This design comes from an exercise in tuning for small area and a short achievable clock period on the open sky130 flow, not from production work.
The RTL was checked by simulation tests, not by an equivalence proof against the original design.

<file path="flow/flow/run.sh">
#!/bin/bash
# Standard layout with two changes:
#  - synthesis maps with an area-oriented ABC script (flow/abc_area.script,
#    used through ABC_AREA 1 from a copy of the ORFS scripts folder);
#  - timing repair aims for a setup slack of MARGIN ns, so that the
#    achieved clock period is short.
set -euo pipefail
MARGIN=15
here=$(pwd)
rm -rf "$here/scripts"
cp -r "$FLOW_HOME/scripts" "$here/scripts"
cp "$here/flow/abc_area.script" "$here/scripts/abc_area.script"
export SCRIPTS_DIR="$here/scripts"
export SETUP_SLACK_MARGIN=$MARGIN
bash standard.sh > standard_flow.log 2>&1
</file>
<file path="flow/flow/abc_area.script">
strash
&get -n
&fraig -x
&put
scorr
dc2
strash
dch -f
map -a
topo
stime -c
buffer -c
upsize -c
dnsize -c
</file>
<file path="flow/standard.sh">
#!/bin/bash
# synth_recipe.tcl (not shown) runs the flow's synth.tcl, then flattens the netlist and writes it again
# the make line also repeats each setting of config.mk as NAME=value (left out here)
make -C /OpenROAD-flow-scripts/flow DESIGN_CONFIG=/design/flow/config.mk WORK_HOME=/design/flow/orfs CLKGATE_MAP_FILE= SYNTH_SCRIPT=/design/flow/synth_recipe.tcl "${@:-finish}"
</file>
<file path="flow/config.mk">
export PLATFORM = sky130hd
export DESIGN_NAME = fp16_alu
export DESIGN_NICKNAME = fp16_alu
export VERILOG_FILES = /design/flow/design.v
export SDC_FILE = /design/flow/constraint.sdc
export NUM_CORES = 4
export LEC_CHECK = 0
export ABC_AREA = 1
export CAP_MARGIN = 20
export CORE_MARGIN = 2
export CORE_UTILIZATION = 40
export PLACE_DENSITY = 0.6
export SLEW_MARGIN = 20
</file>
<file path="flow/constraint.sdc">
create_clock -name core_clock -period 23.0 [get_ports {clk}]
set_input_delay 4.6000 -clock core_clock [delete_from_list [all_inputs] [get_ports {clk}]]
set_output_delay 4.6000 -clock core_clock [all_outputs]
set_load 0.01 [all_outputs]
</file>
<file path="flow/design.v">
`timescale 1ns/1ps
module fp_add (
  input  logic [15:0] iL,
  input  logic [15:0] iS,
  input  logic        eq,      
  input  logic [4:0]  rsv,     
  output logic        oS,
  output logic [4:0]  oE,
  output logic [9:0]  oM,
  output logic        oR
);
  logic [4:0] eL, eS;
  logic [10:0] mL, mS;
  logic sL, sS;
  assign eL = iL[14:10];
  assign eS = iS[14:10];
  assign sL = iL[15];
  assign sS = iS[15];
  assign mL = {|eL, iL[9:0]};
  assign mS = {|eS, iS[9:0]};
  logic res_nan, pos_inf, infinite;
  logic infL, infS;
  assign infL = &eL;
  assign infS = &eS;
  assign res_nan = (infL & infS & (sL ^ sS)) | (infL & |iL[9:0]) | (infS & |iS[9:0]);
  assign pos_inf = (infL & ~sL) | (infS & ~sS);
  assign infinite = infL | infS;
  logic far;
  assign far = rsv > 5'd12;
  logic [21:0] sh;
  assign sh = {mS, 11'b0} >> rsv[3:0];
  logic [13:0] x1;
  assign x1 = {sh[21:9], |sh[8:0]};
  logic X1s, X2s, eff_sub;
  assign X1s = sS & |sh[21:8];
  assign X2s = sL & |mL;
  assign eff_sub = X1s ^ X2s;
  logic [14:0] mag;
  assign mag = {1'b0, mL, 3'b0} + ({1'b0, x1} ^ {15{eff_sub}}) + {14'd0, eff_sub};
  logic sb1;
  assign sb1 = far ? sL : (X2s & ~(eff_sub & eq));
  logic [14:0] SUM;
  assign SUM = far ? {1'b0, mL, 3'b0} : mag;
  logic [3:0] LZ;
  always_comb begin
    LZ = 4'd12;
    for (int i = 3; i < 15; i++)
      if (SUM[i]) LZ = 4'(14 - i);
  end
  logic [4:0] exp1;
  logic [3:0] lsv;
  always_comb begin
    if (eL == 5'd0) begin
      exp1 = 5'd0;
      lsv = 4'd1;
    end else if ({1'b0, LZ} > eL) begin
      exp1 = 5'd0;
      lsv = eL[3:0];
    end else begin
      exp1 = eL - {1'b0, LZ} + 5'd1;
      lsv = LZ;
    end
  end
  logic [14:0] norm_man;
  assign norm_man = SUM << lsv;
  logic round;
  assign round = norm_man[3] & (norm_man[4] | |norm_man[2:0]);
  logic [4:0] E;
  assign E = norm_man[14] ? (exp1 | {4'd0, exp1 == 5'd0}) : 5'd0;
  always_comb begin
    if (res_nan) begin
      oS = 1'b1; oE = 5'h1f; oM = 10'h200; oR = 1'b0;
    end else if (infinite) begin
      oS = ~pos_inf; oE = 5'h1f; oM = 10'd0; oR = 1'b0;
    end else if (E == 5'h1f) begin
      oS = sb1; oE = (round & &norm_man[13:4]) ? 5'd0 : 5'h1f; oM = 10'd0; oR = 1'b0;
    end else begin
      oS = sb1; oE = E; oM = norm_man[13:4]; oR = round;
    end
  end
endmodule
`timescale 1ns/1ps
module fp_mult (
  input  logic [15:0] iA,
  input  logic [15:0] iB,
  output logic        oS,
  output logic [4:0]  oE,
  output logic [9:0]  oM,
  output logic        oR
);
  logic [4:0] eA, eB;
  assign eA = iA[14:10];
  assign eB = iB[14:10];
  logic [10:0] mA, mB;
  assign mA = {|eA, iA[9:0]};
  assign mB = {|eB, iB[9:0]};
  logic zero, res_nan, infA, infB;
  assign infA = &eA;
  assign infB = &eB;
  assign zero = ~|iA[14:0] | ~|iB[14:0];
  assign res_nan = (~|iA[14:0] & infB) | (~|iB[14:0] & infA) | (infA & |iA[9:0]) | (infB & |iB[9:0]);
  logic [21:0] P;
  mul11 u_m (.a(mA), .b(mB), .p(P));
  logic [3:0] lzs;
  always_comb begin
    lzs = 4'd11;
    for (int i = 0; i < 10; i++)
      if (iB[i]) lzs = 4'(10 - i);
    if (eB != 5'd0) lzs = 4'd0;
  end
  logic [3:0] tzA, tzB;
  always_comb begin
    tzA = 4'd11;
    for (int i = 10; i >= 0; i--)
      if (mA[i]) tzA = 4'(i);
    tzB = 4'd11;
    for (int i = 10; i >= 0; i--)
      if (mB[i]) tzB = 4'(i);
  end
  logic [5:0] X;
  assign X = {1'b0, eA[4:1], eA[0] | ~|eA} + {1'b0, eB[4:1], eB[0] | ~|eB};
  logic [6:0] D;
  assign D = {1'b0, X} - {3'b0, lzs};
  logic lim;      
  assign lim = D[6] | (D < 7'd15);
  logic [4:0] u;
  assign u = lim ? 5'(6'd25 - X) : 5'(4'd10 - lzs);
  logic [31:0] pext, q;
  assign pext = {P, 10'd0};
  assign q = pext >> u;
  logic n;
  assign n = ~q[21] & ~D[6] & (D > 7'd15);
  logic [11:0] w;
  assign w = n ? q[20:9] : q[21:10];
  logic [4:0] tz;
  assign tz = tzA + tzB;
  logic S;
  assign S = n ? (tz + 5'd1 < u) : (tz < u);
  logic rnd;
  assign rnd = w[0] & (w[1] | S);
  logic subn, infinite;
  assign subn = lim | (~q[21] & (D == 7'd15));
  assign infinite = (~D[6] & (q[21] ? (D > 7'd44) : (D > 7'd45))) | infA | infB;
  logic [4:0] E;
  assign E = subn ? 5'd0 : (q[21] ? 5'(D - 7'd14) : 5'(D - 7'd15));
  always_comb begin
    if (res_nan) begin
      oS = 1'b1; oE = 5'h1f; oM = 10'h200; oR = 1'b0;
    end else if (infinite) begin
      oS = iA[15] ^ iB[15]; oE = 5'h1f; oM = 10'd0; oR = 1'b0;
    end else if (zero) begin
      oS = iA[15] ^ iB[15]; oE = 5'd0; oM = 10'd0; oR = 1'b0;
    end else begin
      oS = iA[15] ^ iB[15]; oE = E; oM = w[10:1]; oR = rnd;
    end
  end
endmodule
module mul11 (input [10:0] a, input [10:0] b, output [21:0] p);
  localparam W=22;
  wire pp0_0 = a[0] & b[0];
  wire pp0_1 = a[0] & b[1];
  wire pp0_2 = a[0] & b[2];
  wire pp0_3 = a[0] & b[3];
  wire pp0_4 = a[0] & b[4];
  wire pp0_5 = a[0] & b[5];
  wire pp0_6 = a[0] & b[6];
  wire pp0_7 = a[0] & b[7];
  wire pp0_8 = a[0] & b[8];
  wire pp0_9 = a[0] & b[9];
  wire pp0_10 = a[0] & b[10];
  wire pp1_0 = a[1] & b[0];
  wire pp1_1 = a[1] & b[1];
  wire pp1_2 = a[1] & b[2];
  wire pp1_3 = a[1] & b[3];
  wire pp1_4 = a[1] & b[4];
  wire pp1_5 = a[1] & b[5];
  wire pp1_6 = a[1] & b[6];
  wire pp1_7 = a[1] & b[7];
  wire pp1_8 = a[1] & b[8];
  wire pp1_9 = a[1] & b[9];
  wire pp1_10 = a[1] & b[10];
  wire pp2_0 = a[2] & b[0];
  wire pp2_1 = a[2] & b[1];
  wire pp2_2 = a[2] & b[2];
  wire pp2_3 = a[2] & b[3];
  wire pp2_4 = a[2] & b[4];
  wire pp2_5 = a[2] & b[5];
  wire pp2_6 = a[2] & b[6];
  wire pp2_7 = a[2] & b[7];
  wire pp2_8 = a[2] & b[8];
  wire pp2_9 = a[2] & b[9];
  wire pp2_10 = a[2] & b[10];
  wire pp3_0 = a[3] & b[0];
  wire pp3_1 = a[3] & b[1];
  wire pp3_2 = a[3] & b[2];
  wire pp3_3 = a[3] & b[3];
  wire pp3_4 = a[3] & b[4];
  wire pp3_5 = a[3] & b[5];
  wire pp3_6 = a[3] & b[6];
  wire pp3_7 = a[3] & b[7];
  wire pp3_8 = a[3] & b[8];
  wire pp3_9 = a[3] & b[9];
  wire pp3_10 = a[3] & b[10];
  wire pp4_0 = a[4] & b[0];
  wire pp4_1 = a[4] & b[1];
  wire pp4_2 = a[4] & b[2];
  wire pp4_3 = a[4] & b[3];
  wire pp4_4 = a[4] & b[4];
  wire pp4_5 = a[4] & b[5];
  wire pp4_6 = a[4] & b[6];
  wire pp4_7 = a[4] & b[7];
  wire pp4_8 = a[4] & b[8];
  wire pp4_9 = a[4] & b[9];
  wire pp4_10 = a[4] & b[10];
  wire pp5_0 = a[5] & b[0];
  wire pp5_1 = a[5] & b[1];
  wire pp5_2 = a[5] & b[2];
  wire pp5_3 = a[5] & b[3];
  wire pp5_4 = a[5] & b[4];
  wire pp5_5 = a[5] & b[5];
  wire pp5_6 = a[5] & b[6];
  wire pp5_7 = a[5] & b[7];
  wire pp5_8 = a[5] & b[8];
  wire pp5_9 = a[5] & b[9];
  wire pp5_10 = a[5] & b[10];
  wire pp6_0 = a[6] & b[0];
  wire pp6_1 = a[6] & b[1];
  wire pp6_2 = a[6] & b[2];
  wire pp6_3 = a[6] & b[3];
  wire pp6_4 = a[6] & b[4];
  wire pp6_5 = a[6] & b[5];
  wire pp6_6 = a[6] & b[6];
  wire pp6_7 = a[6] & b[7];
  wire pp6_8 = a[6] & b[8];
  wire pp6_9 = a[6] & b[9];
  wire pp6_10 = a[6] & b[10];
  wire pp7_0 = a[7] & b[0];
  wire pp7_1 = a[7] & b[1];
  wire pp7_2 = a[7] & b[2];
  wire pp7_3 = a[7] & b[3];
  wire pp7_4 = a[7] & b[4];
  wire pp7_5 = a[7] & b[5];
  wire pp7_6 = a[7] & b[6];
  wire pp7_7 = a[7] & b[7];
  wire pp7_8 = a[7] & b[8];
  wire pp7_9 = a[7] & b[9];
  wire pp7_10 = a[7] & b[10];
  wire pp8_0 = a[8] & b[0];
  wire pp8_1 = a[8] & b[1];
  wire pp8_2 = a[8] & b[2];
  wire pp8_3 = a[8] & b[3];
  wire pp8_4 = a[8] & b[4];
  wire pp8_5 = a[8] & b[5];
  wire pp8_6 = a[8] & b[6];
  wire pp8_7 = a[8] & b[7];
  wire pp8_8 = a[8] & b[8];
  wire pp8_9 = a[8] & b[9];
  wire pp8_10 = a[8] & b[10];
  wire pp9_0 = a[9] & b[0];
  wire pp9_1 = a[9] & b[1];
  wire pp9_2 = a[9] & b[2];
  wire pp9_3 = a[9] & b[3];
  wire pp9_4 = a[9] & b[4];
  wire pp9_5 = a[9] & b[5];
  wire pp9_6 = a[9] & b[6];
  wire pp9_7 = a[9] & b[7];
  wire pp9_8 = a[9] & b[8];
  wire pp9_9 = a[9] & b[9];
  wire pp9_10 = a[9] & b[10];
  wire pp10_0 = a[10] & b[0];
  wire pp10_1 = a[10] & b[1];
  wire pp10_2 = a[10] & b[2];
  wire pp10_3 = a[10] & b[3];
  wire pp10_4 = a[10] & b[4];
  wire pp10_5 = a[10] & b[5];
  wire pp10_6 = a[10] & b[6];
  wire pp10_7 = a[10] & b[7];
  wire pp10_8 = a[10] & b[8];
  wire pp10_9 = a[10] & b[9];
  wire pp10_10 = a[10] & b[10];
  wire t1 = pp0_9 ^ pp1_8;
  wire t2 = pp0_9 & pp1_8;
  wire t3 = pp0_10 ^ pp1_9 ^ pp2_8;
  wire t4 = (pp0_10 & pp1_9) | (pp0_10 & pp2_8) | (pp1_9 & pp2_8);
  wire t5 = pp3_7 ^ pp4_6;
  wire t6 = pp3_7 & pp4_6;
  wire t7 = pp1_10 ^ pp2_9 ^ pp3_8;
  wire t8 = (pp1_10 & pp2_9) | (pp1_10 & pp3_8) | (pp2_9 & pp3_8);
  wire t9 = pp4_7 ^ pp5_6;
  wire t10 = pp4_7 & pp5_6;
  wire t11 = pp2_10 ^ pp3_9 ^ pp4_8;
  wire t12 = (pp2_10 & pp3_9) | (pp2_10 & pp4_8) | (pp3_9 & pp4_8);
  wire t13 = pp0_6 ^ pp1_5;
  wire t14 = pp0_6 & pp1_5;
  wire t15 = pp0_7 ^ pp1_6 ^ pp2_5;
  wire t16 = (pp0_7 & pp1_6) | (pp0_7 & pp2_5) | (pp1_6 & pp2_5);
  wire t17 = pp3_4 ^ pp4_3;
  wire t18 = pp3_4 & pp4_3;
  wire t19 = pp0_8 ^ pp1_7 ^ pp2_6;
  wire t20 = (pp0_8 & pp1_7) | (pp0_8 & pp2_6) | (pp1_7 & pp2_6);
  wire t21 = pp3_5 ^ pp4_4 ^ pp5_3;
  wire t22 = (pp3_5 & pp4_4) | (pp3_5 & pp5_3) | (pp4_4 & pp5_3);
  wire t23 = pp6_2 ^ pp7_1;
  wire t24 = pp6_2 & pp7_1;
  wire t25 = t1 ^ pp2_7 ^ pp3_6;
  wire t26 = (t1 & pp2_7) | (t1 & pp3_6) | (pp2_7 & pp3_6);
  wire t27 = pp4_5 ^ pp5_4 ^ pp6_3;
  wire t28 = (pp4_5 & pp5_4) | (pp4_5 & pp6_3) | (pp5_4 & pp6_3);
  wire t29 = pp7_2 ^ pp8_1 ^ pp9_0;
  wire t30 = (pp7_2 & pp8_1) | (pp7_2 & pp9_0) | (pp8_1 & pp9_0);
  wire t31 = t3 ^ t5 ^ pp5_5;
  wire t32 = (t3 & t5) | (t3 & pp5_5) | (t5 & pp5_5);
  wire t33 = pp6_4 ^ pp7_3 ^ pp8_2;
  wire t34 = (pp6_4 & pp7_3) | (pp6_4 & pp8_2) | (pp7_3 & pp8_2);
  wire t35 = pp9_1 ^ pp10_0 ^ t2;
  wire t36 = (pp9_1 & pp10_0) | (pp9_1 & t2) | (pp10_0 & t2);
  wire t37 = t7 ^ t9 ^ pp6_5;
  wire t38 = (t7 & t9) | (t7 & pp6_5) | (t9 & pp6_5);
  wire t39 = pp7_4 ^ pp8_3 ^ pp9_2;
  wire t40 = (pp7_4 & pp8_3) | (pp7_4 & pp9_2) | (pp8_3 & pp9_2);
  wire t41 = pp10_1 ^ t4 ^ t6;
  wire t42 = (pp10_1 & t4) | (pp10_1 & t6) | (t4 & t6);
  wire t43 = t11 ^ pp5_7 ^ pp6_6;
  wire t44 = (t11 & pp5_7) | (t11 & pp6_6) | (pp5_7 & pp6_6);
  wire t45 = pp7_5 ^ pp8_4 ^ pp9_3;
  wire t46 = (pp7_5 & pp8_4) | (pp7_5 & pp9_3) | (pp8_4 & pp9_3);
  wire t47 = pp10_2 ^ t8 ^ t10;
  wire t48 = (pp10_2 & t8) | (pp10_2 & t10) | (t8 & t10);
  wire t49 = pp3_10 ^ pp4_9 ^ pp5_8;
  wire t50 = (pp3_10 & pp4_9) | (pp3_10 & pp5_8) | (pp4_9 & pp5_8);
  wire t51 = pp6_7 ^ pp7_6 ^ pp8_5;
  wire t52 = (pp6_7 & pp7_6) | (pp6_7 & pp8_5) | (pp7_6 & pp8_5);
  wire t53 = pp9_4 ^ pp10_3 ^ t12;
  wire t54 = (pp9_4 & pp10_3) | (pp9_4 & t12) | (pp10_3 & t12);
  wire t55 = pp4_10 ^ pp5_9 ^ pp6_8;
  wire t56 = (pp4_10 & pp5_9) | (pp4_10 & pp6_8) | (pp5_9 & pp6_8);
  wire t57 = pp7_7 ^ pp8_6 ^ pp9_5;
  wire t58 = (pp7_7 & pp8_6) | (pp7_7 & pp9_5) | (pp8_6 & pp9_5);
  wire t59 = pp5_10 ^ pp6_9 ^ pp7_8;
  wire t60 = (pp5_10 & pp6_9) | (pp5_10 & pp7_8) | (pp6_9 & pp7_8);
  wire t61 = pp0_4 ^ pp1_3;
  wire t62 = pp0_4 & pp1_3;
  wire t63 = pp0_5 ^ pp1_4 ^ pp2_3;
  wire t64 = (pp0_5 & pp1_4) | (pp0_5 & pp2_3) | (pp1_4 & pp2_3);
  wire t65 = pp3_2 ^ pp4_1;
  wire t66 = pp3_2 & pp4_1;
  wire t67 = t13 ^ pp2_4 ^ pp3_3;
  wire t68 = (t13 & pp2_4) | (t13 & pp3_3) | (pp2_4 & pp3_3);
  wire t69 = pp4_2 ^ pp5_1 ^ pp6_0;
  wire t70 = (pp4_2 & pp5_1) | (pp4_2 & pp6_0) | (pp5_1 & pp6_0);
  wire t71 = t15 ^ t17 ^ pp5_2;
  wire t72 = (t15 & t17) | (t15 & pp5_2) | (t17 & pp5_2);
  wire t73 = pp6_1 ^ pp7_0 ^ t14;
  wire t74 = (pp6_1 & pp7_0) | (pp6_1 & t14) | (pp7_0 & t14);
  wire t75 = t19 ^ t21 ^ t23;
  wire t76 = (t19 & t21) | (t19 & t23) | (t21 & t23);
  wire t77 = pp8_0 ^ t16 ^ t18;
  wire t78 = (pp8_0 & t16) | (pp8_0 & t18) | (t16 & t18);
  wire t79 = t25 ^ t27 ^ t29;
  wire t80 = (t25 & t27) | (t25 & t29) | (t27 & t29);
  wire t81 = t20 ^ t22 ^ t24;
  wire t82 = (t20 & t22) | (t20 & t24) | (t22 & t24);
  wire t83 = t31 ^ t33 ^ t35;
  wire t84 = (t31 & t33) | (t31 & t35) | (t33 & t35);
  wire t85 = t26 ^ t28 ^ t30;
  wire t86 = (t26 & t28) | (t26 & t30) | (t28 & t30);
  wire t87 = t37 ^ t39 ^ t41;
  wire t88 = (t37 & t39) | (t37 & t41) | (t39 & t41);
  wire t89 = t32 ^ t34 ^ t36;
  wire t90 = (t32 & t34) | (t32 & t36) | (t34 & t36);
  wire t91 = t43 ^ t45 ^ t47;
  wire t92 = (t43 & t45) | (t43 & t47) | (t45 & t47);
  wire t93 = t38 ^ t40 ^ t42;
  wire t94 = (t38 & t40) | (t38 & t42) | (t40 & t42);
  wire t95 = t49 ^ t51 ^ t53;
  wire t96 = (t49 & t51) | (t49 & t53) | (t51 & t53);
  wire t97 = t44 ^ t46 ^ t48;
  wire t98 = (t44 & t46) | (t44 & t48) | (t46 & t48);
  wire t99 = t55 ^ t57 ^ pp10_4;
  wire t100 = (t55 & t57) | (t55 & pp10_4) | (t57 & pp10_4);
  wire t101 = t50 ^ t52 ^ t54;
  wire t102 = (t50 & t52) | (t50 & t54) | (t52 & t54);
  wire t103 = t59 ^ pp8_7 ^ pp9_6;
  wire t104 = (t59 & pp8_7) | (t59 & pp9_6) | (pp8_7 & pp9_6);
  wire t105 = pp10_5 ^ t56 ^ t58;
  wire t106 = (pp10_5 & t56) | (pp10_5 & t58) | (t56 & t58);
  wire t107 = pp6_10 ^ pp7_9 ^ pp8_8;
  wire t108 = (pp6_10 & pp7_9) | (pp6_10 & pp8_8) | (pp7_9 & pp8_8);
  wire t109 = pp9_7 ^ pp10_6 ^ t60;
  wire t110 = (pp9_7 & pp10_6) | (pp9_7 & t60) | (pp10_6 & t60);
  wire t111 = pp7_10 ^ pp8_9 ^ pp9_8;
  wire t112 = (pp7_10 & pp8_9) | (pp7_10 & pp9_8) | (pp8_9 & pp9_8);
  wire t113 = pp0_3 ^ pp1_2;
  wire t114 = pp0_3 & pp1_2;
  wire t115 = t61 ^ pp2_2 ^ pp3_1;
  wire t116 = (t61 & pp2_2) | (t61 & pp3_1) | (pp2_2 & pp3_1);
  wire t117 = t63 ^ t65 ^ pp5_0;
  wire t118 = (t63 & t65) | (t63 & pp5_0) | (t65 & pp5_0);
  wire t119 = t67 ^ t69 ^ t64;
  wire t120 = (t67 & t69) | (t67 & t64) | (t69 & t64);
  wire t121 = t71 ^ t73 ^ t68;
  wire t122 = (t71 & t73) | (t71 & t68) | (t73 & t68);
  wire t123 = t75 ^ t77 ^ t72;
  wire t124 = (t75 & t77) | (t75 & t72) | (t77 & t72);
  wire t125 = t79 ^ t81 ^ t76;
  wire t126 = (t79 & t81) | (t79 & t76) | (t81 & t76);
  wire t127 = t83 ^ t85 ^ t80;
  wire t128 = (t83 & t85) | (t83 & t80) | (t85 & t80);
  wire t129 = t87 ^ t89 ^ t84;
  wire t130 = (t87 & t89) | (t87 & t84) | (t89 & t84);
  wire t131 = t91 ^ t93 ^ t88;
  wire t132 = (t91 & t93) | (t91 & t88) | (t93 & t88);
  wire t133 = t95 ^ t97 ^ t92;
  wire t134 = (t95 & t97) | (t95 & t92) | (t97 & t92);
  wire t135 = t99 ^ t101 ^ t96;
  wire t136 = (t99 & t101) | (t99 & t96) | (t101 & t96);
  wire t137 = t103 ^ t105 ^ t100;
  wire t138 = (t103 & t105) | (t103 & t100) | (t105 & t100);
  wire t139 = t107 ^ t109 ^ t104;
  wire t140 = (t107 & t109) | (t107 & t104) | (t109 & t104);
  wire t141 = t111 ^ pp10_7 ^ t108;
  wire t142 = (t111 & pp10_7) | (t111 & t108) | (pp10_7 & t108);
  wire t143 = pp8_10 ^ pp9_9 ^ pp10_8;
  wire t144 = (pp8_10 & pp9_9) | (pp8_10 & pp10_8) | (pp9_9 & pp10_8);
  wire t145 = pp0_2 ^ pp1_1;
  wire t146 = pp0_2 & pp1_1;
  wire t147 = t113 ^ pp2_1 ^ pp3_0;
  wire t148 = (t113 & pp2_1) | (t113 & pp3_0) | (pp2_1 & pp3_0);
  wire t149 = t115 ^ pp4_0 ^ t114;
  wire t150 = (t115 & pp4_0) | (t115 & t114) | (pp4_0 & t114);
  wire t151 = t117 ^ t62 ^ t116;
  wire t152 = (t117 & t62) | (t117 & t116) | (t62 & t116);
  wire t153 = t119 ^ t66 ^ t118;
  wire t154 = (t119 & t66) | (t119 & t118) | (t66 & t118);
  wire t155 = t121 ^ t70 ^ t120;
  wire t156 = (t121 & t70) | (t121 & t120) | (t70 & t120);
  wire t157 = t123 ^ t74 ^ t122;
  wire t158 = (t123 & t74) | (t123 & t122) | (t74 & t122);
  wire t159 = t125 ^ t78 ^ t124;
  wire t160 = (t125 & t78) | (t125 & t124) | (t78 & t124);
  wire t161 = t127 ^ t82 ^ t126;
  wire t162 = (t127 & t82) | (t127 & t126) | (t82 & t126);
  wire t163 = t129 ^ t86 ^ t128;
  wire t164 = (t129 & t86) | (t129 & t128) | (t86 & t128);
  wire t165 = t131 ^ t90 ^ t130;
  wire t166 = (t131 & t90) | (t131 & t130) | (t90 & t130);
  wire t167 = t133 ^ t94 ^ t132;
  wire t168 = (t133 & t94) | (t133 & t132) | (t94 & t132);
  wire t169 = t135 ^ t98 ^ t134;
  wire t170 = (t135 & t98) | (t135 & t134) | (t98 & t134);
  wire t171 = t137 ^ t102 ^ t136;
  wire t172 = (t137 & t102) | (t137 & t136) | (t102 & t136);
  wire t173 = t139 ^ t106 ^ t138;
  wire t174 = (t139 & t106) | (t139 & t138) | (t106 & t138);
  wire t175 = t141 ^ t110 ^ t140;
  wire t176 = (t141 & t110) | (t141 & t140) | (t110 & t140);
  wire t177 = t143 ^ t112 ^ t142;
  wire t178 = (t143 & t112) | (t143 & t142) | (t112 & t142);
  wire t179 = pp9_10 ^ pp10_9 ^ t144;
  wire t180 = (pp9_10 & pp10_9) | (pp9_10 & t144) | (pp10_9 & t144);
  wire [21:0] ra = {1'b0, pp10_10, t179, t177, t175, t173, t171, t169, t167, t165, t163, t161, t159, t157, t155, t153, t151, t149, t147, t145, pp0_1, pp0_0};
  wire [21:0] rb = {1'b0, t180, t178, t176, t174, t172, t170, t168, t166, t164, t162, t160, t158, t156, t154, t152, t150, t148, t146, pp2_0, pp1_0, 1'b0};
  wire [21:0] g0 = ra & rb, p0 = ra ^ rb;
  wire bg1 = g0[1] | (p0[1] & g0[0]);
  wire bp1 = p0[1] & p0[0];
  wire bg2 = g0[3] | (p0[3] & g0[2]);
  wire bp2 = p0[3] & p0[2];
  wire bg3 = g0[5] | (p0[5] & g0[4]);
  wire bp3 = p0[5] & p0[4];
  wire bg4 = g0[7] | (p0[7] & g0[6]);
  wire bp4 = p0[7] & p0[6];
  wire bg5 = g0[9] | (p0[9] & g0[8]);
  wire bp5 = p0[9] & p0[8];
  wire bg6 = g0[11] | (p0[11] & g0[10]);
  wire bp6 = p0[11] & p0[10];
  wire bg7 = g0[13] | (p0[13] & g0[12]);
  wire bp7 = p0[13] & p0[12];
  wire bg8 = g0[15] | (p0[15] & g0[14]);
  wire bp8 = p0[15] & p0[14];
  wire bg9 = g0[17] | (p0[17] & g0[16]);
  wire bp9 = p0[17] & p0[16];
  wire bg10 = g0[19] | (p0[19] & g0[18]);
  wire bp10 = p0[19] & p0[18];
  wire bg11 = g0[21] | (p0[21] & g0[20]);
  wire bp11 = p0[21] & p0[20];
  wire bg12 = bg2 | (bp2 & bg1);
  wire bp12 = bp2 & bp1;
  wire bg13 = bg4 | (bp4 & bg3);
  wire bp13 = bp4 & bp3;
  wire bg14 = bg6 | (bp6 & bg5);
  wire bp14 = bp6 & bp5;
  wire bg15 = bg8 | (bp8 & bg7);
  wire bp15 = bp8 & bp7;
  wire bg16 = bg10 | (bp10 & bg9);
  wire bp16 = bp10 & bp9;
  wire bg17 = bg13 | (bp13 & bg12);
  wire bp17 = bp13 & bp12;
  wire bg18 = bg15 | (bp15 & bg14);
  wire bp18 = bp15 & bp14;
  wire bg19 = bg18 | (bp18 & bg17);
  wire bp19 = bp18 & bp17;
  wire bg20 = bg14 | (bp14 & bg17);
  wire bp20 = bp14 & bp17;
  wire bg21 = bg16 | (bp16 & bg19);
  wire bp21 = bp16 & bp19;
  wire bg22 = bg3 | (bp3 & bg12);
  wire bp22 = bp3 & bp12;
  wire bg23 = bg5 | (bp5 & bg17);
  wire bp23 = bp5 & bp17;
  wire bg24 = bg7 | (bp7 & bg20);
  wire bp24 = bp7 & bp20;
  wire bg25 = bg9 | (bp9 & bg19);
  wire bp25 = bp9 & bp19;
  wire bg26 = bg11 | (bp11 & bg21);
  wire bp26 = bp11 & bp21;
  wire bg27 = g0[2] | (p0[2] & bg1);
  wire bp27 = p0[2] & bp1;
  wire bg28 = g0[4] | (p0[4] & bg12);
  wire bp28 = p0[4] & bp12;
  wire bg29 = g0[6] | (p0[6] & bg22);
  wire bp29 = p0[6] & bp22;
  wire bg30 = g0[8] | (p0[8] & bg17);
  wire bp30 = p0[8] & bp17;
  wire bg31 = g0[10] | (p0[10] & bg23);
  wire bp31 = p0[10] & bp23;
  wire bg32 = g0[12] | (p0[12] & bg20);
  wire bp32 = p0[12] & bp20;
  wire bg33 = g0[14] | (p0[14] & bg24);
  wire bp33 = p0[14] & bp24;
  wire bg34 = g0[16] | (p0[16] & bg19);
  wire bp34 = p0[16] & bp19;
  wire bg35 = g0[18] | (p0[18] & bg25);
  wire bp35 = p0[18] & bp25;
  wire bg36 = g0[20] | (p0[20] & bg21);
  wire bp36 = p0[20] & bp21;
  assign p[0] = p0[0];
  assign p[1] = p0[1] ^ g0[0];
  assign p[2] = p0[2] ^ bg1;
  assign p[3] = p0[3] ^ bg27;
  assign p[4] = p0[4] ^ bg12;
  assign p[5] = p0[5] ^ bg28;
  assign p[6] = p0[6] ^ bg22;
  assign p[7] = p0[7] ^ bg29;
  assign p[8] = p0[8] ^ bg17;
  assign p[9] = p0[9] ^ bg30;
  assign p[10] = p0[10] ^ bg23;
  assign p[11] = p0[11] ^ bg31;
  assign p[12] = p0[12] ^ bg20;
  assign p[13] = p0[13] ^ bg32;
  assign p[14] = p0[14] ^ bg24;
  assign p[15] = p0[15] ^ bg33;
  assign p[16] = p0[16] ^ bg19;
  assign p[17] = p0[17] ^ bg34;
  assign p[18] = p0[18] ^ bg25;
  assign p[19] = p0[19] ^ bg35;
  assign p[20] = p0[20] ^ bg21;
  assign p[21] = p0[21] ^ bg36;
endmodule
`timescale 1ns/1ps
module flpcomp (
  input  logic [15:0] iA,
  input  logic [15:0] iB,
  output logic [15:0] oL,      
  output logic [15:0] oS,      
  output logic        oEq,     
  output logic [4:0]  oRsv,    
  output logic        oMaxL    
);
  logic lt;
  assign lt = iA[14:0] < iB[14:0];
  assign oEq = iA[14:0] == iB[14:0];
  assign oL = lt ? iB : iA;
  assign oS = lt ? iA : iB;
  logic [4:0] ea, eb, dab, dba;
  assign ea = {iA[14:11], iA[10] | ~|iA[14:10]};
  assign eb = {iB[14:11], iB[10] | ~|iB[14:10]};
  assign dab = ea - eb;
  assign dba = eb - ea;
  assign oRsv = lt ? dba : dab;
  logic pick_b;
  always_comb begin
    case ({iA[15], iB[15]})
      2'b00:   pick_b = lt;
      2'b01:   pick_b = 1'b0;
      2'b10:   pick_b = 1'b1;
      default: pick_b = ~lt;
    endcase
  end
  assign oMaxL = pick_b == lt;
endmodule
`timescale 1ns/1ps
module fp16_alu (
  input  wire        clk,
  input  wire [1:0]  op,
  input  wire [15:0] a,
  input  wire [15:0] b,
  output wire [15:0] z
);
  wire [15:0] b_in = (op == 2'd3) ? {~b[15], b[14:0]} : b;
  wire [15:0] l_in, s_in;
  wire eq_in, maxl_in;
  wire [4:0] rsv_in;
  flpcomp u_ord (.iA(a), .iB(b_in), .oL(l_in), .oS(s_in), .oEq(eq_in), .oRsv(rsv_in), .oMaxL(maxl_in));
  reg [1:0]  op_q;
  reg [15:0] l_q, s_q;
  reg        eq_q, maxl_q;
  reg [4:0]  rsv_q;
  reg        zs_q, r_q;
  reg [14:0] em_q;
  wire as, ar, ms, mr;
  wire [4:0] ae, me;
  wire [9:0] am, mm;
  wire [15:0] max_z = maxl_q ? l_q : s_q;
  fp_add  u_add (.iL(l_q), .iS(s_q), .eq(eq_q), .rsv(rsv_q), .oS(as), .oE(ae), .oM(am), .oR(ar));
  fp_mult u_mul (.iA(l_q), .iB(s_q), .oS(ms), .oE(me), .oM(mm), .oR(mr));
  always @(posedge clk) begin
    op_q   <= op;
    l_q    <= l_in;
    s_q    <= s_in;
    eq_q   <= eq_in;
    maxl_q <= maxl_in;
    rsv_q  <= rsv_in;
    case (op_q)
      2'd1: begin
        zs_q <= ms; em_q <= {me, mm}; r_q <= mr;
      end
      2'd2: begin
        zs_q <= max_z[15]; em_q <= max_z[14:0]; r_q <= 1'b0;
      end
      default: begin
        zs_q <= as; em_q <= {ae, am}; r_q <= ar;
      end
    endcase
  end
  assign z = {zs_q, em_q + {14'd0, r_q}};
endmodule
</file>
==> results.txt, run 1 <==
outcome=complete, no violations; post-layout util=about half; Top FF cell, synth=dfxtp_1; fin cells=2193; Avg Cell Area, Syn=6.53 µm²; leading area contributor after synthesis=fa_1; pin count of the biggest net entering global routing=71; crit path max fanout=7; # DRC=0; synth warn=4; nets=2046; Chip Height=between 150 and 200 µm; drt pass-1 iters=5; sequential share of the synthesized area=10.2%; f_max=132 MHz; CTS root buf=clkbuf_16; CP max-delay cell=fa_1; Crit Reg-Reg Endpoint=em_q[5]$_DFF_P_; period utilisation layout=33.1%; number of port buffers=50; Area growth syn-to-layout=19.9%; Startpoint Class=flop; DR WL/cell=16.8 µm; WP data arrival=around 7.8 ns; first-pass GRT wire length=57200 µm; Total Routing Usage GR=24.8%; total wire length=36800 µm; RSZ-0062 raised after global routing=yes; Placer Congestion=0.910; WS Path Type=reg -> reg; ANT cells=0; Synth area leaders=fa_1 (17%), ha_1 (11%), dfxtp_1 (10%); ys async rst share=0%; initial antenna violation count=0; Synth Register Bits=58; Hold Crit Start=s_q[11]$_DFF_P_; Hold Slack=0.683 ns; DP HPWL=28500 µm; share of the synthesized area in the top cell type=17.1%; Synth Instances=1736; Ports=51; Starting Density=around two fifths; worst min path class=reg -> reg; number of flops mapped to enable cells by yosys=0; critical path endpoint category=flop; Starting DRT DRC Count=around 940; Critical Path Most Common Cell=fa_1; Die X-Extent=around 170 µm; relative slew slack=around 27%; hold endpoint=em_q[11]$_DFF_P_; total core area=0.0279 mm²; Final Skew=0.00866 ns; clk sinks=58; hold path depth=2; syn nets=1972; FF-to-FF Start=s_q[14]$_DFF_P_; Placed Area=0.0120 mm²; Vias=approximately 12000; post-route cell area=around 0.014 mm²; min Tclk post-route=~7.6 ns; H-tree lvl count=3; Slew @ Worst Pin=1.09 ns; DR vias/cell=~5.3; full die area=between 0.02 and 0.03 mm²; final hold vios=0; clock latency (worst-skew pair)=0.35 ns; gr ovfl total=0; CTS tree=built; max incr delay on CP=0.56 ns; Pins Over Slew Limit=0; ANT nets after route=0; clock-pin slew of the registers on the worst-case setup and hold paths=0.06 ns; Critical path origin=s_q[14]$_DFF_P_; WP data required=between 20 and 25 ns; setup violators final=0; Synth cell types=66; vias in the first global route=11000; clock buffer count from CTS=9; Setup TNS Final=0 ns; Max Cap Viol=0; DP Cell Count=around 2100; FF-to-FF setup slack=between 15 and 20 ns; Clock Tree Buf Depth=2; Reg2Reg Depth=36; row count=61; share of cells above drive strength 1=15.4%; Syn Std Cell Area=0.0113 mm²
routing by layer:
layer  vias to the layer above  wire, µm  global-route usage [%]  part of all wire [%]
met5                         -         0                       0                     0
met4                         0       993                    7.75                   2.7
met3                        75      2300                    4.12                   6.3
met2                       406     16900                    41.2                    46
met1                      5447     16600                    32.8                    45
li1                       5731         -                       -                     -
Yosys cell counts (22+ instances only):
library cell  instances
a21oi_1             125
clkbuf_1             49
dfxtp_1              58
fa_1                 97
ha_1                104
inv_1               282
inv_2                22
nand2_1             292
nand3_1              34
nor2_1              240
nor3_1               23
o21ai_0             140
o21ai_1              35
xor2_1               34
registers in the layout, indices dropped and copies added, names as in the netlist, 2 cells and up:
register	count
s_q	16
op_q	2
rsv_q	5
em_q	15
l_q	16
how the worst max path moves through the flow:
stage,to,cells after the start
after floorplan,em_q[14]$_DFF_P_,36
final,em_q[5]$_DFF_P_,36
after CTS,em_q[0]$_DFF_P_,64
after global routing,em_q[0]$_DFF_P_,58
after global placement,em_q[9]$_DFF_P_,36
after detailed placement,em_q[9]$_DFF_P_,36
worst max-delay path: cells and delay by family, from the launching register on:
kind | cells | cell delay (ns)
flip-flops | 1 | 0.35
AND/OR/NAND/NOR | 11 | 1.25
buffers and inverters | 6 | 0.59
adder cells (fa/ha/maj) | 7 | 3.44
AO/OA/AOI/OAI | 12 | 1.84
through the flow:
stage / setup slack (ns)
3_3_place_gp: 13.81
4_1_cts: 15.01
3_5_place_dp: 13.79
5_1_grt: 14.88
2_1_floorplan: 15.67
6_report: 15.40
layout make-up:
| cell class | count | area, µm² |
|---|---|---|
| Clock buffer | 9 | 225 |
| Clock inverter | 7 | 125 |
| Fill cell | 2835 | 14300 |
| Inverter | 309 | 1250 |
| Multi-Input combinational cell | 1302 | 9180 |
| Sequential cell | 58 | 1210 |
| Tap cell | 378 | 473 |
| Timing Repair Buffer | 130 | 1140 |
cells by family after synthesis:
kind of cell	after synthesis	synth area share, %
AO/OA/AOI/OAI	400	20.0
XOR/XNOR	52	4.08
adder cells (fa/ha/maj)	201	28.6
buffers and inverters	379	13.0
flip-flops	58	10.2
multiplexers	5	0.441
AND/OR/NAND/NOR	641	23.6
what timing repair did:
action | 4_1_cts | 5_1_grt
gates resized for setup | 33 | 152
hold buffers | 0 | 0
pin swaps | 6 | 49
endpoints found under the hold margin | 0 | 0
endpoints found under the setup margin | 16 | 16
gates cloned | 1 | 2
setup buffers | 18 | 57
cells in the final DEF (no fill, tap or decap), drive strengths merged, types with 38 or more instances in the layout:
cell type,instances
buf,80
ha,104
nor2,248
fa,97
nand3,38
dfxtp,58
nand2,297
clkdlybuf4s50,50
inv,295
o21ai,185
a21oi,125
==> run 2: changes to the inputs <==
--- a/flow/flow/run.sh
+++ b/flow/flow/run.sh
@@ -6,5 +6,5 @@
 #    achieved clock period is short.
 set -euo pipefail
-MARGIN=15
+MARGIN=14
 here=$(pwd)
 rm -rf "$here/scripts"
==> run 2 against run 1 <==
Net effect:
- still clean
- flip-flop and latch count stayed put
- clock skew about the same
- sequential share of layout area is 0.33 points higher
- first-iteration DRC count decreased by 13%
- worst setup slack got worse by 0.88 ns
- non-clock buffer count shrank 52
- critical path type unchanged
- critical endpoint is now em_q[9]$_DFF_P_
==> results.txt, run 2 <==
outcome=complete, no violations; Critical Path Most Common Cell=fa_1; commonest cells in the synthesized netlist=nand2_1 (292), inv_1 (282), nor2_1 (240); total wire length=35300 µm; number of flops mapped to enable cells by yosys=0; top-count cell post-synth=nand2_1; most frequent cells in the layout=nand2_1 (290), inv_1 (279), nor2_1 (238); critical path endpoint category=flop; CP top delay family=adder cells; clock buffer count from CTS=9; Die X-Extent=172 µm; period utilisation layout=36.9%; leading area contributor after synthesis=fa_1; Starting Density=40.7%; # DRC=0; worst min path class=reg -> reg; first-pass GRT wire length=about 56000 µm; Clock Tree Buf Depth=2; Top FF cell, synth=dfxtp_1; Setup TNS Final=0 ns; vias in the first global route=between 10000 and 15000; clock latency (worst-skew pair)=0.35 ns; final worst slack=~15 ns; Hold Crit Start=l_q[15]$_DFF_P_; crit path max fanout=13; WS Path Type=reg -> reg; Synth area leaders=fa_1 (17%), ha_1 (11%), dfxtp_1 (10%); ys async rst share=0%; DR WL/cell=approximately 17 µm; Syn Std Cell Area=0.0113 mm²; min Tclk post-route=between 8 and 9 ns; sequential share of the synthesized area=between 10% and 20%; drt pass-1 iters=5; met2 routed WL=16000 µm; Max Cap Viol=0; setup violators final=0; Ports=51; nets=about 2000; max incr delay on CP=0.70 ns; WL met3=2350 µm; RSZ-0062 raised after global routing=no; Synth Instances=1736; FF-to-FF Start=l_q[2]$_DFF_P_; Synth cell types=66; DP HPWL=28500 µm; clock-pin slew of the registers on the worst-case setup and hold paths=0.06 ns; ANT cells=0; Chip Height=172 µm; DR vias/cell=5.28; f_max=between 100 and 150 MHz; Worst Path Buf+Inv=7; Startpoint Class=flop; WP data arrival=between 8 and 9 ns; Avg Cell Area, Syn=6.53 µm²; WL met1=between 15000 and 20000 µm; pin count of the biggest net entering global routing=between 70 and 80; ANT nets after route=0; Slew @ Worst Pin=1.07 ns; total core area=0.0279 mm²; Starting DRT DRC Count=~820; Pins Over Slew Limit=0; clk sinks=58; gr ovfl total=0; Synth Register Bits=58; DP Worst Slack=around 14 ns; syn nets=1972; Final Skew=0.00848 ns; Placer Congestion=0.910; CTS tree=built; Critical path origin=l_q[2]$_DFF_P_; H-tree lvl count=3; WP data required=23.26 ns; Regs by FF count=l_q (16), s_q (16), em_q (15); CTS root buf=clkbuf_16; Area growth syn-to-layout=11.7%; initial antenna violation count=0; share of the synthesized area in the top cell type=between 10% and 20%; row count=61; Total Routing Usage GR=24.4%; Vias=11300; final hold vios=0; synth warn=4; CP max-delay cell=dfxtp_1; number of port buffers=50; relative slew slack=28.3%; full die area=around 0.03 mm²; share of cells above drive strength 1=7.10%; commonest non-fill, non-tap cell in the layout=nand2_1; highest routed layer=met4
## run 2: worst min-delay path, cell delays in order, from the launching register on
cell,delay [ns]
dfxtp_1,0.38
nand3_1,0.11
a32oi_1,0.10
## run 2: final cells by class
class	instances	area [µm²]
Sequential cell	58	1170
Timing Repair Buffer	78	711
Clock buffer	9	225
Inverter	309	1190
Tap cell	378	473
Clock inverter	7	125
Fill cell	2927	15200
Multi-Input combinational cell	1300	8760
## run 2: timing repair
| item | CTS | global route |
|---|---|---|
| gates cloned | 0 | 1 |
| setup buffers | 0 | 23 |
| pin swaps | 0 | 4 |
| resized for setup | 1 | 28 |
| endpoints found under the setup margin | 4 | 16 |
| hold buffers | 0 | 0 |
## run 2: final timing paths
path | slack (ns) | depth (start not counted) | endpoint
hold reg to reg | 0.67 | 2 | zs_q$_DFF_P_
setup reg to reg | 14.52 | 35 | em_q[9]$_DFF_P_
setup / recovery | 14.52 | 35 | em_q[9]$_DFF_P_
hold / removal | 0.67 | 2 | zs_q$_DFF_P_
## run 2: cells by family (layout without fill, tap and decap cells)
family	after synthesis	in the layout	synth area share, %
multiplexers	5	5	0.441
adder cells (fa/ha/maj)	201	201	28.6
AND/OR/NAND/NOR	641	642	23.6
AO/OA/AOI/OAI	400	400	20.0
flip-flops	58	58	10.2
buffers and inverters	379	403	13.0
XOR/XNOR	52	52	4.08
## run 2: routing by layer
layer / up-vias / track usage, %
li1: 5611 / -
met5: - / 0
met1: 5241 / 32.6
met4: 0 / 6.87
met2: 377 / 40.9
met3: 59 / 3.85
## run 2: per-stage QoR
stage	std cells	area, µm²	util (%)	hold slack (ns)
2_1_floorplan	1736	11300	-	0.487
3_3_place_gp	2099	12000	43.2	0.642
3_5_place_dp	2099	12000	43.2	0.645
4_1_cts	2115	12400	44.5	0.655
5_1_grt	2139	12700	45.4	0.683
6_report	2139	12700	45.4	0.670
==> run 3: changes to the inputs <==
--- a/flow/design.v
+++ b/flow/design.v
@@ -3,4 +3,6 @@
   input  logic [15:0] iL,
   input  logic [15:0] iS,
+  input  logic        hL,      
+  input  logic        hS,      
   input  logic        eq,      
   input  logic [4:0]  rsv,     
@@ -17,6 +19,6 @@
   assign sL = iL[15];
   assign sS = iS[15];
-  assign mL = {|eL, iL[9:0]};
-  assign mS = {|eS, iS[9:0]};
+  assign mL = {hL, iL[9:0]};
+  assign mS = {hS, iS[9:0]};
   logic res_nan, pos_inf, infinite;
   logic infL, infS;
@@ -84,4 +86,6 @@
   input  logic [15:0] iA,
   input  logic [15:0] iB,
+  input  logic        hA,      
+  input  logic        hB,      
   output logic        oS,
   output logic [4:0]  oE,
@@ -93,6 +97,6 @@
   assign eB = iB[14:10];
   logic [10:0] mA, mB;
-  assign mA = {|eA, iA[9:0]};
-  assign mB = {|eB, iB[9:0]};
+  assign mA = {hA, iA[9:0]};
+  assign mB = {hB, iB[9:0]};
   logic zero, res_nan, infA, infB;
   assign infA = &eA;
@@ -107,5 +111,5 @@
     for (int i = 0; i < 10; i++)
       if (iB[i]) lzs = 4'(10 - i);
-    if (eB != 5'd0) lzs = 4'd0;
+    if (hB) lzs = 4'd0;
   end
   logic [3:0] tzA, tzB;
@@ -119,5 +123,5 @@
   end
   logic [5:0] X;
-  assign X = {1'b0, eA[4:1], eA[0] | ~|eA} + {1'b0, eB[4:1], eB[0] | ~|eB};
+  assign X = {1'b0, eA[4:1], eA[0] | ~hA} + {1'b0, eB[4:1], eB[0] | ~hB};
   logic [6:0] D;
   assign D = {1'b0, X} - {3'b0, lzs};
@@ -565,5 +569,7 @@
   output logic        oEq,     
   output logic [4:0]  oRsv,    
-  output logic        oMaxL    
+  output logic        oMaxL,   
+  output logic        oHL,     
+  output logic        oHS      
 );
   logic lt;
@@ -572,7 +578,12 @@
   assign oL = lt ? iB : iA;
   assign oS = lt ? iA : iB;
+  logic ha, hb;
+  assign ha = |iA[14:10];
+  assign hb = |iB[14:10];
+  assign oHL = lt ? hb : ha;
+  assign oHS = lt ? ha : hb;
   logic [4:0] ea, eb, dab, dba;
-  assign ea = {iA[14:11], iA[10] | ~|iA[14:10]};
-  assign eb = {iB[14:11], iB[10] | ~|iB[14:10]};
+  assign ea = {iA[14:11], iA[10] | ~ha};
+  assign eb = {iB[14:11], iB[10] | ~hb};
   assign dab = ea - eb;
   assign dba = eb - ea;
@@ -599,10 +610,11 @@
   wire [15:0] b_in = (op == 2'd3) ? {~b[15], b[14:0]} : b;
   wire [15:0] l_in, s_in;
-  wire eq_in, maxl_in;
+  wire eq_in, maxl_in, hl_in, hs_in;
   wire [4:0] rsv_in;
-  flpcomp u_ord (.iA(a), .iB(b_in), .oL(l_in), .oS(s_in), .oEq(eq_in), .oRsv(rsv_in), .oMaxL(maxl_in));
+  flpcomp u_ord (.iA(a), .iB(b_in), .oL(l_in), .oS(s_in), .oEq(eq_in), .oRsv(rsv_in), .oMaxL(maxl_in),
+                 .oHL(hl_in), .oHS(hs_in));
   reg [1:0]  op_q;
   reg [15:0] l_q, s_q;
-  reg        eq_q, maxl_q;
+  reg        eq_q, maxl_q, hl_q, hs_q;
   reg [4:0]  rsv_q;
   reg        zs_q, r_q;
@@ -612,6 +624,6 @@
   wire [9:0] am, mm;
   wire [15:0] max_z = maxl_q ? l_q : s_q;
-  fp_add  u_add (.iL(l_q), .iS(s_q), .eq(eq_q), .rsv(rsv_q), .oS(as), .oE(ae), .oM(am), .oR(ar));
-  fp_mult u_mul (.iA(l_q), .iB(s_q), .oS(ms), .oE(me), .oM(mm), .oR(mr));
+  fp_add  u_add (.iL(l_q), .iS(s_q), .hL(hl_q), .hS(hs_q), .eq(eq_q), .rsv(rsv_q), .oS(as), .oE(ae), .oM(am), .oR(ar));
+  fp_mult u_mul (.iA(l_q), .iB(s_q), .hA(hl_q), .hB(hs_q), .oS(ms), .oE(me), .oM(mm), .oR(mr));
   always @(posedge clk) begin
     op_q   <= op;
@@ -620,4 +632,6 @@
     eq_q   <= eq_in;
     maxl_q <= maxl_in;
+    hl_q   <= hl_in;
+    hs_q   <= hs_in;
     rsv_q  <= rsv_in;
     case (op_q)
==> flow/flow/run.sh (replaced) <==
#!/bin/bash
# Standard layout, with timing repair aiming for setup slack 15 ns
# so that the achieved clock period is short.
set -euo pipefail
export SETUP_SLACK_MARGIN=15
bash standard.sh > standard_flow.log 2>&1
removed: flow/flow/abc_area.script
==> run 3 against run 2 <==
Net effect:
- still clean
- cell area up 8.0%
- routed wire length increased by 5.5%
==> results.txt, run 3 <==
Placed Area=0.0131 mm²; setup violators final=0; total core area=0.0306 mm²; clock buffer count from CTS=9; syn nets=2220; ys async rst share=0%; H-tree lvl count=3; FF-to-FF setup slack=15.59 ns; initial antenna violation count=0; synth warn=4; drt pass-1 iters=5; clock latency (worst-skew pair)=0.34 ns; period utilisation layout=32.3%; Total Routing Usage GR=22.8%; # DRC=0; register area=around 0.0012 mm²; critical path endpoint category=primary output; Avg Cell Area, Syn=between 6 and 7 µm²; WS Path Type=reg -> out; FF-to-FF Start=hs_q$_DFF_P_; DP HPWL=30000 µm; f_max=135 MHz; share of the synthesized area in the top cell type=16.6%; Placer Congestion=~0.95; row count=64; Crit Reg-Reg Endpoint=em_q[3]$_DFF_P_; top-count cell post-synth=nand2_1; post-route cell area=0.0137 mm²; leading area contributor after synthesis=nand2_1; Max Cap Viol=0; gr ovfl total=0; share of cells above drive strength 1=5.86%; first-pass GRT wire length=~61000 µm; ANT cells=0; ANT nets after route=0; DR vias/cell=5.17; Synth cell types=61; Area growth syn-to-layout=10.2%; WP data required=18.40 ns; Setup TNS Final=0 ns; Vias=12400; fin cells=roughly 2400; Pins Over Slew Limit=0; Regs by FF count=l_q (16), s_q (16), em_q (15); commonest cells in the synthesized netlist=nand2_1 (548), inv_1 (389), nand3_1 (141); commonest non-fill, non-tap cell in the layout=nand2_1; Synth Register Bits=60; final hold vios=0; Worst Setup EP=z[14]; Reg2Reg Depth=35; Startpoint Class=flop; Top FF cell, synth=dfxtp_1; outcome=complete, no violations; Starting DRT DRC Count=around 1000; sequential share of the synthesized area=slightly below 10%; Clock Tree Buf Depth=2; RSZ-0062 raised after global routing=no; relative slew slack=a little under a third; Chip Height=180 µm; clk sinks=60; DP Cell Count=between 2000 and 2500; DR WL/cell=around 16 µm; CTS tree=built; CTS root buf=clkbuf_16; full die area=0.0324 mm²; number of port buffers=50; crit path max fanout=2; nets=about 2200; Ports=51; Synth Instances=1984; worst min path class=reg -> reg; most frequent cells in the layout=nand2_1 (546), inv_1 (389), nand3_1 (140); vias in the first global route=11800; Die X-Extent=180 µm; clock-pin slew of the registers on the worst-case setup and hold paths=0.06 ns; min Tclk post-route=7.42 ns; total wire length=between 30000 and 40000 µm; Filler cells=between 3000 and 4000; Syn Std Cell Area=0.0124 mm²; number of flops mapped to enable cells by yosys=0; Final Skew=0.0103 ns; WP data arrival=between 2 and 3 ns; area of the multi-input gates=0.00940 mm²; Critical path origin=r_q$_DFF_P_; pin count of the biggest net entering global routing=48; Synth area leaders=nand2_1 (17%), fa_1 (16%), inv_1 (12%); Hold Slack=approximately 0.75 ns; Starting Density=slightly above 40%; Slew @ Worst Pin=about 1.0 ns
## run 3: stage by stage
stage,util (%),setup WS (ns)
after floorplan,-,15.80
after global placement,42.9,15.01
after detailed placement,42.9,14.68
after CTS,44.1,15.10
after global routing,44.7,14.98
final,44.7,15.58
## run 3: cell type report
type                    count  area share (%)
clock inverters             6           0.814
repair buffers             74            4.98
multi-input cells        1446            68.8
clock buffers              10            1.67
inverters                 401            11.0
well taps                 396            3.62
flip-flops and latches     60            9.12
## run 3: worst min path at each step
stage | from | endpoint | slack, ns | depth (start not counted)
2_1_floorplan | s_q[14]$_DFF_P_ | em_q[14]$_DFF_P_ | 0.56 | 4
5_1_grt | l_q[15]$_DFF_P_ | zs_q$_DFF_P_ | 0.81 | 3
6_report | l_q[15]$_DFF_P_ | zs_q$_DFF_P_ | 0.75 | 3
4_1_cts | l_q[15]$_DFF_P_ | zs_q$_DFF_P_ | 0.74 | 3
3_5_place_dp | l_q[15]$_DFF_P_ | zs_q$_DFF_P_ | 0.73 | 3
3_3_place_gp | l_q[15]$_DFF_P_ | zs_q$_DFF_P_ | 0.70 | 3
## run 3: worst max-delay path, stage by stage, from the launching register on
cell and delay [ns]:
dfxtp_1 0.31, ha_1 0.16, ha_1 0.18, nand3_1 0.12
nor3b_1 0.31, nand3_1 0.18, nor2_1 0.17, nand4_1 0.14
nor3_1 0.19, xor2_1 0.17, clkdlybuf4s50_1 0.55
## run 3: layer usage
metal  vias up  track usage (%)  share of wire (%)
li1       6257                -                  -
met2       366             37.3                 45
met4         0             4.87                1.8
met3        45             3.31                5.5
met1      5709             32.0                 48
met5         -                0                  0
## run 3: timing repair
| item | in CTS | in global routing |
|---|---|---|
| hold buffers | 0 | 0 |
| pin swaps | 0 | 2 |
| gates resized for setup | 11 | 32 |
| setup endpoints to repair | 13 | 16 |
| buffers inserted | 0 | 13 |
## run 3: kinds of logic (layout without fill, tap and decap cells)
kind of cell,Yosys count,after routing,share of synthesized area (%)
multiplexers,11,11,0.888
flip-flops,60,60,9.68
AND/OR/NAND/NOR,901,901,31.4
AO/OA/AOI/OAI,278,278,13.0
adder cells (fa/ha/maj),201,201,26.1
buffers and inverters,478,491,15.0
XOR/XNOR,55,55,3.88
==> run 4: changes to the inputs <==
==> flow/flow/run.sh (replaced) <==
#!/bin/bash
# Standard layout with two changes:
#  - timing repair aims for a setup slack of 15 ns, so that the achieved
#    clock period is short;
#  - the port buffers are the smallest buffer, buf_1 (repair may upsize them).
set -euo pipefail
export SETUP_SLACK_MARGIN=15
export BUFFER_PORTS_ARGS="-buffer_cell sky130_fd_sc_hd__buf_1"
bash standard.sh > standard_flow.log 2>&1
==> run 4 against run 3 <==
Net effect:
- global-route usage fell by 0.18 points
- largest cell class unchanged
- critical path depth increased by 25
- flip-flop and latch count is the same
- non-clock buffer count shrank 3
- count of clock-buffer cells in the layout is 1 lower
- die area is the same
==> results.txt, run 4 <==
Ports=between 50 and 60; sequential share of the synthesized area=9.68%; Critical Path Most Common Cell=fa_1; Chip Height=between 150 and 200 µm; total core area=between 0.03 and 0.04 mm²; first-pass GRT wire length=59900 µm; crit path max fanout=14; share of cells above drive strength 1=5.77%; number of flops mapped to enable cells by yosys=0; final hold vios=0; H-tree lvl count=3; worst min path class=reg -> reg; Startpoint Class=flop; DP HPWL=just over 30000 µm; nets=2225; Synth area leaders=nand2_1 (17%), fa_1 (16%), inv_1 (12%); ANT nets after route=0; f_max=136 MHz; vias in the first global route=11600; # DRC=0; share of the synthesized area in the top cell type=16.6%; total wire length=37200 µm; outcome=complete, no violations; initial antenna violation count=0; number of port buffers=50; clock-pin slew of the registers on the worst-case setup and hold paths=0.06 ns; CTS tree=built; pin count of the biggest net entering global routing=48; relative slew slack=about 45%; register area=0.00124 mm²; Hold Slack=0.745 ns; Filler cells=3290; Final Skew=0.0131 ns; clk sinks=60; Slew @ Worst Pin=between 0.8 and 0.9 ns; Die X-Extent=180 µm; Hold Buf Count CTS=0; Max Cap Viol=0; FF-to-FF Start=l_q[2]$_DFF_P_; clock buffer count from CTS=9; gr ovfl total=0; clock latency (worst-skew pair)=0.34 ns; Crit Reg-Reg Endpoint=em_q[8]$_DFF_P_; Pins Over Slew Limit=0; Syn Std Cell Area=between 0.01 and 0.015 mm²; Synth Register Bits=60; min Tclk post-route=approximately 7.3 ns; Clock Tree Buf Depth=2; Reg2Reg Depth=35; syn nets=2220; critical path endpoint category=flop; RSZ-0062 raised after global routing=yes; Total Routing Usage GR=between 20% and 30%; Placer Congestion=0.957; Top FF cell, synth=dfxtp_1; Vias=12400; Avg Cell Area, Syn=6.25 µm²; leading area contributor after synthesis=nand2_1; Starting Density=40.6%; Critical path origin=l_q[2]$_DFF_P_; ANT cells=0; max incr delay on CP=about 0.56 ns; FF-to-FF setup slack=15.65 ns; CTS root buf=clkbuf_16; setup violators final=0; Synth cell types=61; area of the multi-input gates=0.00939 mm²; WP data arrival=around 7.6 ns; WS Path Type=reg -> reg; commonest cells in the synthesized netlist=nand2_1 (548), inv_1 (389), nand3_1 (141); WP data required=between 20 and 25 ns; top-count cell post-synth=nand2_1; ys async rst share=0%; CP max-delay cell=fa_1; DR WL/cell=15.6 µm; Regs by FF count=l_q (16), s_q (16), em_q (15); Synth Instances=1984; full die area=0.0324 mm²; period utilisation layout=31.9%; row count=64; synth warn=4; Area growth syn-to-layout=7.08%; Setup TNS Final=0 ns; most frequent cells in the layout=nand2_1 (546), inv_1 (389), nand3_1 (140); DR vias/cell=5.20; drt pass-1 iters=7; Worst Setup EP=em_q[8]$_DFF_P_; commonest non-fill, non-tap cell in the layout=nand2_1; Starting DRT DRC Count=1104
-- run 4: layout make-up --
type                       instances  area share, %
inverter                         401           11.4
clock buffer                       9           1.70
clock inverter                     7          0.565
sequential                        60           9.37
tap                              396           3.73
timing repair buffer              71           2.60
multi-input combinational       1446           70.7
-- run 4: through the flow --
stage	util [%]	setup slack [ns]	instance area (µm²)	instances
2_1_floorplan	-	15.80	12400	1984
3_3_place_gp	41.9	15.00	12800	2364
3_5_place_dp	41.9	14.71	12800	2364
4_1_cts	42.9	15.05	13100	2380
5_1_grt	43.4	14.98	13300	2390
6_report	43.4	15.65	13300	2390
-- run 4: logic make-up after synthesis --
group                      Yosys count  share of synthesized area, %
adders and majority gates          201                          26.1
muxes                               11                         0.888
and+or+nand+nor                    901                          31.4
AOI/OAI and AO/OA                  278                          13.0
DFF                                 60                          9.68
buffers and inverters              478                          15.0
xor gates and xnor gates            55                          3.88
-- run 4: routing by layer --
| layer | global-route usage [%] | vias to the layer above | wire (µm) |
|---|---|---|---|
| met3 | 2.95 | 64 | 2130 |
| met4 | 6.16 | 0 | 927 |
| met2 | 35.8 | 411 | 16200 |
| met5 | 0 | - | 0 |
| met1 | 32.4 | 5709 | 18000 |
| li1 | - | 6253 | - |
-- run 4: critical path, delay by kind of cell (launching register included) --
kind / cells / cell delay (ns)
buffers and inverters: 6 / 0.63
flip-flops: 1 / 0.51
AO/OA/AOI/OAI: 11 / 1.73
AND/OR/NAND/NOR: 11 / 1.07
adder cells (fa/ha/maj): 7 / 3.28
-- run 4: worst min-delay path by stage --
stage | cells after the start | to | slack, ns | startpoint
finish | 3 | zs_q$_DFF_P_ | 0.75 | l_q[15]$_DFF_P_
global route | 4 | em_q[14]$_DFF_P_ | 0.83 | s_q[14]$_DFF_P_
CTS | 3 | zs_q$_DFF_P_ | 0.73 | l_q[15]$_DFF_P_
detailed placement | 3 | zs_q$_DFF_P_ | 0.71 | l_q[15]$_DFF_P_
global placement | 3 | zs_q$_DFF_P_ | 0.72 | l_q[15]$_DFF_P_
floorplan | 4 | em_q[14]$_DFF_P_ | 0.56 | s_q[14]$_DFF_P_
-- run 4: repair_timing --
action | 4_1_cts | 5_1_grt
gates resized for setup | 12 | 28
setup endpoints to repair | 11 | 16
endpoints found under the hold margin | 0 | 0
cloned | 0 | 0
pin swaps | 0 | 2
buffers inserted | 0 | 10
==> run 5: changes to the inputs <==
--- a/flow/config.mk
+++ b/flow/config.mk
@@ -10,4 +10,5 @@
 export CORE_MARGIN = 2
 export CORE_UTILIZATION = 40
+export GPL_TIMING_DRIVEN = 1
 export PLACE_DENSITY = 0.6
 export SLEW_MARGIN = 20
==> run 5 against run 4 <==
Net effect:
- area after synthesis unchanged
- die area unchanged
- flip-flop and latch count unchanged
- critical path type unchanged
- critical endpoint unchanged
- largest cell class unchanged
==> results.txt, run 5 <==
worst min path class=reg -> reg; ys async rst share=0%; clock-pin slew of the registers on the worst-case setup and hold paths=0.06 ns; Starting Density=40.6%; WP data required=23.22 ns; RSZ-0062 raised after global routing=yes; first-pass GRT wire length=59900 µm; row count=64; max incr delay on CP=~0.56 ns; Placer Congestion=0.957; final hold vios=0; CP max-delay cell=fa_1; Chip Height=around 180 µm; WP data arrival=7.57 ns; clock buffer count from CTS=9; synth warn=4; initial antenna violation count=0; Max Cap Viol=0; Final Skew=0.0131 ns; Synth area leaders=nand2_1 (17%), fa_1 (16%), inv_1 (12%); nets=approximately 2200; critical path endpoint category=flop; Hold Buf Count CTS=0; share of the synthesized area in the top cell type=between 15 and 20%; Total Routing Usage GR=22.6%; Clock Tree Buf Depth=2; DP Worst Slack=14.71 ns; Synth Instances=1984; period utilisation layout=31.9%; CTS root buf=clkbuf_16; syn nets=2220; relative slew slack=44.6%; gr ovfl total=0; Synth cell types=61; FF-to-FF setup slack=15.65 ns; leading area contributor after synthesis=nand2_1; pin count of the biggest net entering global routing=48; sequential share of the synthesized area=under 10%; number of flops mapped to enable cells by yosys=0; most frequent cells in the layout=nand2_1 (546), inv_1 (389), nand3_1 (140); Slew @ Worst Pin=0.829 ns; full die area=0.0324 mm²; Synth Register Bits=60; crit path max fanout=14; CTS tree=built; Top FF cell, synth=dfxtp_1; ANT nets after route=0; outcome=complete, no violations; drt pass-1 iters=7; DR WL/cell=15.6 µm; min Tclk post-route=7.35 ns; top-count cell post-synth=nand2_1; Startpoint Class=flop; total wire length=37200 µm; Pins Over Slew Limit=0; DP HPWL=30200 µm; Regs by FF count=l_q (16), s_q (16), em_q (15); total core area=around 0.031 mm²; DR vias/cell=roughly 5.2; final worst slack=15.65 ns; share of cells above drive strength 1=slightly below 6%; Starting DRT DRC Count=1104; commonest cells in the synthesized netlist=nand2_1 (548), inv_1 (389), nand3_1 (141); Setup TNS Final=0 ns; Ports=51; Avg Cell Area, Syn=6.25 µm²; ANT cells=0; vias in the first global route=roughly 12000; Vias=12400; commonest non-fill, non-tap cell in the layout=nand2_1; clock latency (worst-skew pair)=0.34 ns; clk sinks=60; Die X-Extent=180 µm; WS Path Type=reg -> reg; Syn Std Cell Area=0.0124 mm²; number of port buffers=50; H-tree lvl count=3; f_max=around 140 MHz; Area growth syn-to-layout=7.08%; setup violators final=0; Critical Path Most Common Cell=fa_1; # DRC=0
==> run 5: cell counts in the layout (fill, tap and decap cells not counted) <==
No cell type changed its count.
==> run 5: cell families after synthesis <==
logic type | Yosys count | synth area share, %
compound gates | 278 | 13.0
xor+xnor | 55 | 3.88
fa+ha+maj | 201 | 26.1
buf+inv | 478 | 15.0
flops | 60 | 9.68
mux | 11 | 0.888
simple gates | 901 | 31.4
==> run 5: path summary, 6_finish.rpt <==
check,from,endpoint,depth (start not counted)
setup reg to reg,l_q[2]$_DFF_P_,em_q[8]$_DFF_P_,35
hold / removal,l_q[15]$_DFF_P_,zs_q$_DFF_P_,3
hold reg to reg,l_q[15]$_DFF_P_,zs_q$_DFF_P_,3
setup / recovery,l_q[2]$_DFF_P_,em_q[8]$_DFF_P_,35
==> run 5: layout make-up <==
cell class                      instances  area [µm²]
Tap cell                              396         495
Clock buffer                            9         225
Sequential cell                        60        1240
Inverter                              401        1510
Clock inverter                          7        75.1
Multi-Input combinational cell       1446        9390
Timing Repair Buffer                   71         345
Fill cell                            3290       17300
==> run 5: per-layer routing <==
layer | vias to the layer above | share of wire [%] | global-route usage, %
met1 | 5709 | 48 | 32.4
met2 | 411 | 44 | 35.8
met4 | 0 | 2.5 | 6.16
li1 | 6253 | - | -
met3 | 64 | 5.7 | 2.95
met5 | - | 0 | 0
==> run 5: worst max-delay path: cells and delay by family (launching register included) <==
kind | cells | cell delay (ns)
DFF | 1 | 0.51
AOI/OAI and AO/OA | 11 | 1.73
adders and majority gates | 7 | 3.28
buffers and inverters | 6 | 0.63
and+or+nand+nor | 11 | 1.07
==> run 5: through the flow <==
step	hold slack [ns]	cells	instance area (µm²)	util [%]
floorplan	0.562	1984	12400	-
global placement	0.720	2364	12800	41.9
detailed placement	0.714	2364	12800	41.9
CTS	0.726	2380	13100	42.9
global route	0.828	2390	13300	43.4
finish	0.745	2390	13300	43.4
==> run 5: repair_timing <==
action                     4_1_cts  5_1_grt
setup buffers                    0       10
setup endpoints to repair       11       16
pin swaps                        0        2
resized for setup               12       28

## separate check: timing with driven ports
The results above use ideal ports. As a check the final layouts listed here were re-extracted and re-timed, cells and wires unchanged. Step 1 (the two cells are an assumption about what drives the block):
set clk [get_ports {clk}]
set_driving_cell -lib_cell sky130_fd_sc_hd__clkbuf_16 $clk
set_driving_cell -lib_cell sky130_fd_sc_hd__buf_2 [delete_from_list [all_inputs] $clk]
Step 2 adds t to the input delays and takes it off the output delays; t is the mean of the earliest and latest rising clock arrival at the registers after step 1. Input paths then give back, and output paths get back, about the clock's delay inside the block. Slacks: no drivers / after step 1 / after step 2; pairs: no drivers / after step 1.
| run | t (ns) | setup WS [ns] | worst setup path after step 2 | worst slew at a driven data input, ns | cell pins on the clock port's net |
|---|---|---|---|---|---|
| run 1 | 0.400 | 15.397 / 15.397 / 15.222 | input to register | 0.04 | 1 |
| run 2 | 0.395 | 14.520 / 14.520 / 14.520 | register to register | 0.04 | 1 |
| run 3 | 0.383 | 15.577 / 15.530 / 15.263 | input to register | 0.05 | 1 |
| run 4 | 0.389 | 15.653 / 15.653 / 15.448 | input to register | 0.05 | 1 |
| run 5 | 0.389 | 15.653 / 15.653 / 15.448 | input to register | 0.05 | 1 |
After both steps every run listed still meets setup and hold. The setup slack of run 3, which loses most, moves by -0.047 ns with the drivers and by -0.314 ns with both steps.
